This design comes from an exercise in tuning for small area and a short achievable clock period on the open sky130 flow, not from production work. Function was checked by simulation only, so behaviour that the tests miss may differ from the original. No activity file was given, so power comes from the tool's default toggle rates.

## SIMD
module SIMD(
input [11:0] instruction,
input clk,
input rst,
output [31:0] outputvalue
);
reg  [11:0] cmd;             
reg  rst_d;                  
reg  [255:0] rf;             
reg  [15:0] ra;              
reg  [7:0]  e_one, e_two, e_neg;    
reg  [31:0] e_x;             
reg  e_mul, e_m4, e_m8, e_m16;
reg  [3:0] e_dst;
reg  [15:0] res_l, out_l, out_h;
reg  [15:0] w_hx, w_hy;      
reg  w_hc, w_k24;            
wire [3:0] op = cmd[11:8];
wire [1:0] w  = cmd[7:6];
wire [1:0] fc = cmd[5:4];
wire [1:0] fb = cmd[3:2];
wire [1:0] fa = cmd[1:0];
wire is_logic = (op[3:2] == 2'b10);
wire nop = rst | rst_d;
wire mul = ~nop & (op[3:1] == 3'd1);
reg  [15:0] sel_a;
reg  [3:0]  sel_w, sel_b, sel_c;
wire [11:0] ins = instruction;
wire [3:0] ins_a = (ins[11:10] == 2'b10) ? {ins[3:2], ins[1:0]} : {ins[7:6], ins[1:0]};
always @(posedge clk) begin
  sel_a <= 16'd1 << ins_a;
  sel_w <= 4'd1 << ins[7:6];
  sel_b <= 4'd1 << ins[3:2];
  sel_c <= 4'd1 << ins[5:4];
end
reg [15:0] rd_a, rd_b, rd_c;
reg [15:0] bank [0:3];
integer r, k;
always @* begin
  rd_a = 16'd0;
  for (r = 0; r < 16; r = r + 1)
  ...
Size in the first run: about 2,500 cells after synthesis, roughly 450 flip-flops, roughly 0.027 sq mm of cells after synthesis.
==> module SIMD, before the edit <==
module SIMD(
input [11:0] instruction,
input clk,
input rst,
output [31:0] outputvalue
);
reg  [11:0] cmd;             
reg  rst_d;                  
reg  [255:0] rf;             
reg  [15:0] ra;              
reg  [7:0]  e_one, e_two, e_neg;    
reg  [31:0] e_x;             
reg  e_mul, e_m4, e_m8, e_m16;
reg  [3:0] e_dst;
reg  [15:0] res_l, out_l, out_h;
reg  [15:0] w_hx, w_hy;      
reg  w_hc, w_k24;            
wire [3:0] op = cmd[11:8];
wire [1:0] w  = cmd[7:6];
wire [1:0] fc = cmd[5:4];
wire [1:0] fb = cmd[3:2];
wire [1:0] fa = cmd[1:0];
wire is_logic = (op[3:2] == 2'b10);
wire nop = rst | rst_d;
wire mul = ~nop & (op[3:1] == 3'd1);
reg  [15:0] sel_a;
reg  [3:0]  sel_w, sel_b, sel_c;
wire [11:0] ins = instruction;
wire [3:0] ins_a = (ins[11:10] == 2'b10) ? {ins[3:2], ins[1:0]} : {ins[7:6], ins[1:0]};
always @(posedge clk) begin
  sel_a <= 16'd1 << ins_a;
  sel_w <= 4'd1 << ins[7:6];
  sel_b <= 4'd1 << ins[3:2];
  sel_c <= 4'd1 << ins[5:4];
end
reg [15:0] rd_a, rd_b, rd_c;
reg [15:0] bank [0:3];
integer r, k;
always @* begin
  rd_a = 16'd0;
  for (r = 0; r < 16; r = r + 1)
    rd_a = rd_a | ({16{sel_a[r]}} & rf[16*r +: 16]);
  for (k = 0; k < 4; k = k + 1) begin
    bank[k] = 16'd0;
    for (r = 0; r < 4; r = r + 1)
      bank[k] = bank[k] | ({16{sel_w[r]}} & rf[16*(4*r+k) +: 16]);
  end
  rd_b = 16'd0;
  rd_c = 16'd0;
  for (k = 0; k < 4; k = k + 1) begin
    rd_b = rd_b | ({16{sel_b[k]}} & bank[k]);
    rd_c = rd_c | ({16{sel_c[k]}} & bank[k]);
  end
end
wire [15:0] as_out;
simd_addsub as(.a(rd_a), .b(rd_b), .w(w), .sub(op == 4'd1), .s(as_out));
wire [15:0] sh_out;
simd_shift sh(.d(rd_a), .w(w), .right(fb[0]), .arith(op == 4'd6), .q(sh_out));
wire [15:0] pre = ({16{~nop & (op[3:1] == 3'd0)}} & as_out)
                | ({16{~nop & ((op == 4'd4) | (op == 4'd6))}} & sh_out)
                | ({16{~nop & (op == 4'd8)}}  & (rd_a & rd_c))
                | ({16{~nop & (op == 4'd9)}}  & (rd_a | rd_c))
                | ({16{~nop & (op == 4'd10)}} & (rd_a ^ rd_c))
                | ({16{~nop & (op == 4'd11)}} & ~rd_a);
wire m4 = (w == 2'd0), m8 = (w == 2'd1), m16 = w[1];
wire [7:0] one, two, neg;
simd_booth_enc be(.b(rd_b), .m4(m4), .m8(m8), .m16(m16), .one(one), .two(two), .neg(neg));
wire [3:0] par4 = {^rd_b[15:12], ^rd_b[11:8], ^rd_b[7:4], ^rd_b[3:0]};
wire [1:0] par8 = {par4[3] ^ par4[2], par4[1] ^ par4[0]};
wire par16 = par8[1] ^ par8[0];
wire [3:0] q;
assign q[0] = ~(rd_a[3] & par4[0]);
assign q[1] = m4 ? ~(rd_a[7] & par4[1]) : ~(rd_a[7] & par8[0]);
assign q[2] = ~(rd_a[11] & par4[2]);
assign q[3] = m4 ? ~(rd_a[15] & par4[3]) : m8 ? ~(rd_a[15] & par8[1]) : ~(rd_a[15] & par16);
wire [15:0] c = (op == 4'd3) ? rd_c : 16'd0;
wire [31:0] x4 = {q[3], 1'b0, 1'b1, ~c[15], c[15:12], q[2], 1'b0, 1'b1, ~c[11], c[11:8],
                  q[1], 1'b0, 1'b1, ~c[7],  c[7:4],   q[0], 1'b0, 1'b1, ~c[3],  c[3:0]};
wire [31:0] x8 = {q[3], 1'b0, 1'b1, 1'b0, 1'b1, 1'b0, 1'b1, ~c[15], c[15:8],
                  q[1], 1'b0, 1'b1, 1'b0, 1'b1, 1'b0, 1'b1, ~c[7],  c[7:0]};
wire [31:0] x16 = {q[3], 1'b0, 1'b1, 1'b0, 1'b1, 1'b0, 1'b1, 1'b0, 1'b1, 1'b0, 1'b1,
                   1'b0, 1'b1, 1'b0, 1'b1, ~c[15], c[15:0]};
wire [31:0] x = ~mul ? {16'd0, pre} : m4 ? x4 : m8 ? x8 : x16;
always @(posedge clk) begin
  ra <= rd_a;
  e_one <= one & {8{mul}};
  e_two <= two & {8{mul}};
  e_neg <= neg & {8{mul}};
  e_x <= x;
  e_mul <= mul;
  e_m4 <= m4;
  e_m8 <= m8;
  e_m16 <= m16;
  e_dst <= nop ? 4'd0 : {w, fc};
  rst_d <= rst;
  cmd <= instruction;
end
wire [15:0] res, hx, hy;
wire hc;
simd_mul mu(.a(ra), .one(e_one), .two(e_two), .neg(e_neg), .x(e_x), .en(e_mul),
            .m4(e_m4), .m8(e_m8), .m16(e_m16), .pl(res), .hx(hx), .hy(hy), .hc(hc));
wire [17:0] hs = {w_hx[15:8], w_k24, w_hx[7:0], w_hc} + {w_hy[15:8], 1'b0, w_hy[7:0], w_hc};
wire [15:0] wd0 = res & ~{16{rst}};
wire [15:0] wd1 = res | {16{rst}};
integer i;
always @(posedge clk) begin
  res_l <= res;
  w_hx <= hx;
  w_hy <= hy;
  w_hc <= hc;
  w_k24 <= ~e_m4;
  out_l <= res_l;
  out_h <= {hs[17:10], hs[8:1]};
  for (i = 0; i < 16; i = i + 1)
    if (rst | (e_dst == i))
      rf[16*i +: 16] <= (wd1 & rf_init(i)) | (wd0 & ~rf_init(i));
end
function [15:0] rf_init(input integer r);
  case (r)
    1:  rf_init = 16'b0001_1000_1000_0100;
    2:  rf_init = 16'b1110_0110_0110_1100;
    4:  rf_init = 16'b0010_0111_0100_1100;
    5:  rf_init = 16'b1101_1000_1000_0101;
    8:  rf_init = 16'b0001_0110_0100_1010;
    9:  rf_init = 16'b1111_1010_1010_0100;
    13: rf_init = 16'b0001_1000_1000_0100;
    default: rf_init = 16'b0;
  endcase
endfunction
assign outputvalue = {out_h, out_l};
endmodule
Settings: LEC_CHECK=0, CAP_MARGIN=20, CORE_MARGIN=2, CORE_UTILIZATION=60, CTS_CLUSTER_DIAMETER=150, CTS_CLUSTER_SIZE=20, SETUP_SLACK_MARGIN=5, SLEW_MARGIN=20; clock period 10.0 ns.
run.sh (not shown) runs the stock make flow with config.mk's settings and CLKGATE_MAP_FILE= SYNTH_SCRIPT=/design/flow/synth_recipe.tcl, a recipe that flattens the netlist after the stock synthesis.
Change:
--- a/flow/design.v
+++ b/flow/design.v
@@ -594,39 +594,18 @@
 wire [1:0] fb = cmd[3:2];
 wire [1:0] fa = cmd[1:0];
 wire is_logic = (op[3:2] == 2'b10);
 wire nop = rst | rst_d;
 wire mul = ~nop & (op[3:1] == 3'd1);
-reg  [15:0] sel_a;
-reg  [3:0]  sel_w, sel_b, sel_c;
-wire [11:0] ins = instruction;
-wire [3:0] ins_a = (ins[11:10] == 2'b10) ? {ins[3:2], ins[1:0]} : {ins[7:6], ins[1:0]};
-always @(posedge clk) begin
-  sel_a <= 16'd1 << ins_a;
-  sel_w <= 4'd1 << ins[7:6];
-  sel_b <= 4'd1 << ins[3:2];
-  sel_c <= 4'd1 << ins[5:4];
-end
-reg [15:0] rd_a, rd_b, rd_c;
-reg [15:0] bank [0:3];
-integer r, k;
-always @* begin
-  rd_a = 16'd0;
-  for (r = 0; r < 16; r = r + 1)
-    rd_a = rd_a | ({16{sel_a[r]}} & rf[16*r +: 16]);
-  for (k = 0; k < 4; k = k + 1) begin
-    bank[k] = 16'd0;
-    for (r = 0; r < 4; r = r + 1)
-      bank[k] = bank[k] | ({16{sel_w[r]}} & rf[16*(4*r+k) +: 16]);
-  end
-  rd_b = 16'd0;
-  rd_c = 16'd0;
-  for (k = 0; k < 4; k = k + 1) begin
-    rd_b = rd_b | ({16{sel_b[k]}} & bank[k]);
-    rd_c = rd_c | ({16{sel_c[k]}} & bank[k]);
-  end
-end
+wire [3:0] addr_a = is_logic ? {fb, fa} : {w, fa};
+wire [15:0] bank0 = rf[16*{w,2'd0} +: 16];
+wire [15:0] bank1 = rf[16*{w,2'd1} +: 16];
+wire [15:0] bank2 = rf[16*{w,2'd2} +: 16];
+wire [15:0] bank3 = rf[16*{w,2'd3} +: 16];
+wire [15:0] rd_a = rf[16*addr_a +: 16];
+wire [15:0] rd_b = fb[1] ? (fb[0] ? bank3 : bank2) : (fb[0] ? bank1 : bank0);
+wire [15:0] rd_c = fc[1] ? (fc[0] ? bank3 : bank2) : (fc[0] ? bank1 : bank0);
 wire [15:0] as_out;
 simd_addsub as(.a(rd_a), .b(rd_b), .w(w), .sub(op == 4'd1), .s(as_out));
 wire [15:0] sh_out;
 simd_shift sh(.d(rd_a), .w(w), .right(fb[0]), .arith(op == 4'd6), .q(sh_out));
 wire [15:0] pre = ({16{~nop & (op[3:1] == 3'd0)}} & as_out)
=>
- routed wire length falls by 15%
- total power falls by about 0.43%
- setup slack improved by 0.13 ns
- clock-buffer cell count falls by 2
- non-clock buffer count falls by 35

[static timing again, ports no longer ideal]
The results above use ideal ports. As a check the final layouts listed here were re-extracted and re-timed, cells and wires unchanged. Step 1 (the two cells are an assumption about what drives the block):
set clk [get_ports {clk}]
set_driving_cell -lib_cell sky130_fd_sc_hd__clkbuf_16 $clk
set_driving_cell -lib_cell sky130_fd_sc_hd__buf_2 [delete_from_list [all_inputs] $clk]
Step 2 moves the port delays by t, midway between the first and last clock arrival at a register: inputs arrive t later, outputs are due t later. That takes back most of the time a late clock gives input paths. a / b / c = no drivers / after step 1 / after step 2; a / b = the first two.
run | t (ns) | setup WS [ns] | hold WS [ns] | worst setup path at the end | worst slew at a driven data input, ns
the first run | 0.656 | 4.906 / 4.906 / 4.776 | 0.330 / 0.330 / 0.330 | input to register | 0.05
the second run | 0.649 | 5.031 / 5.031 / 5.031 | 0.330 / 0.330 / 0.330 | register to register | 0.04
After both steps setup and hold are still met in every run listed. The setup slack of the first run, which loses most, moves by 0.000 ns with the drivers and by -0.130 ns with both steps.
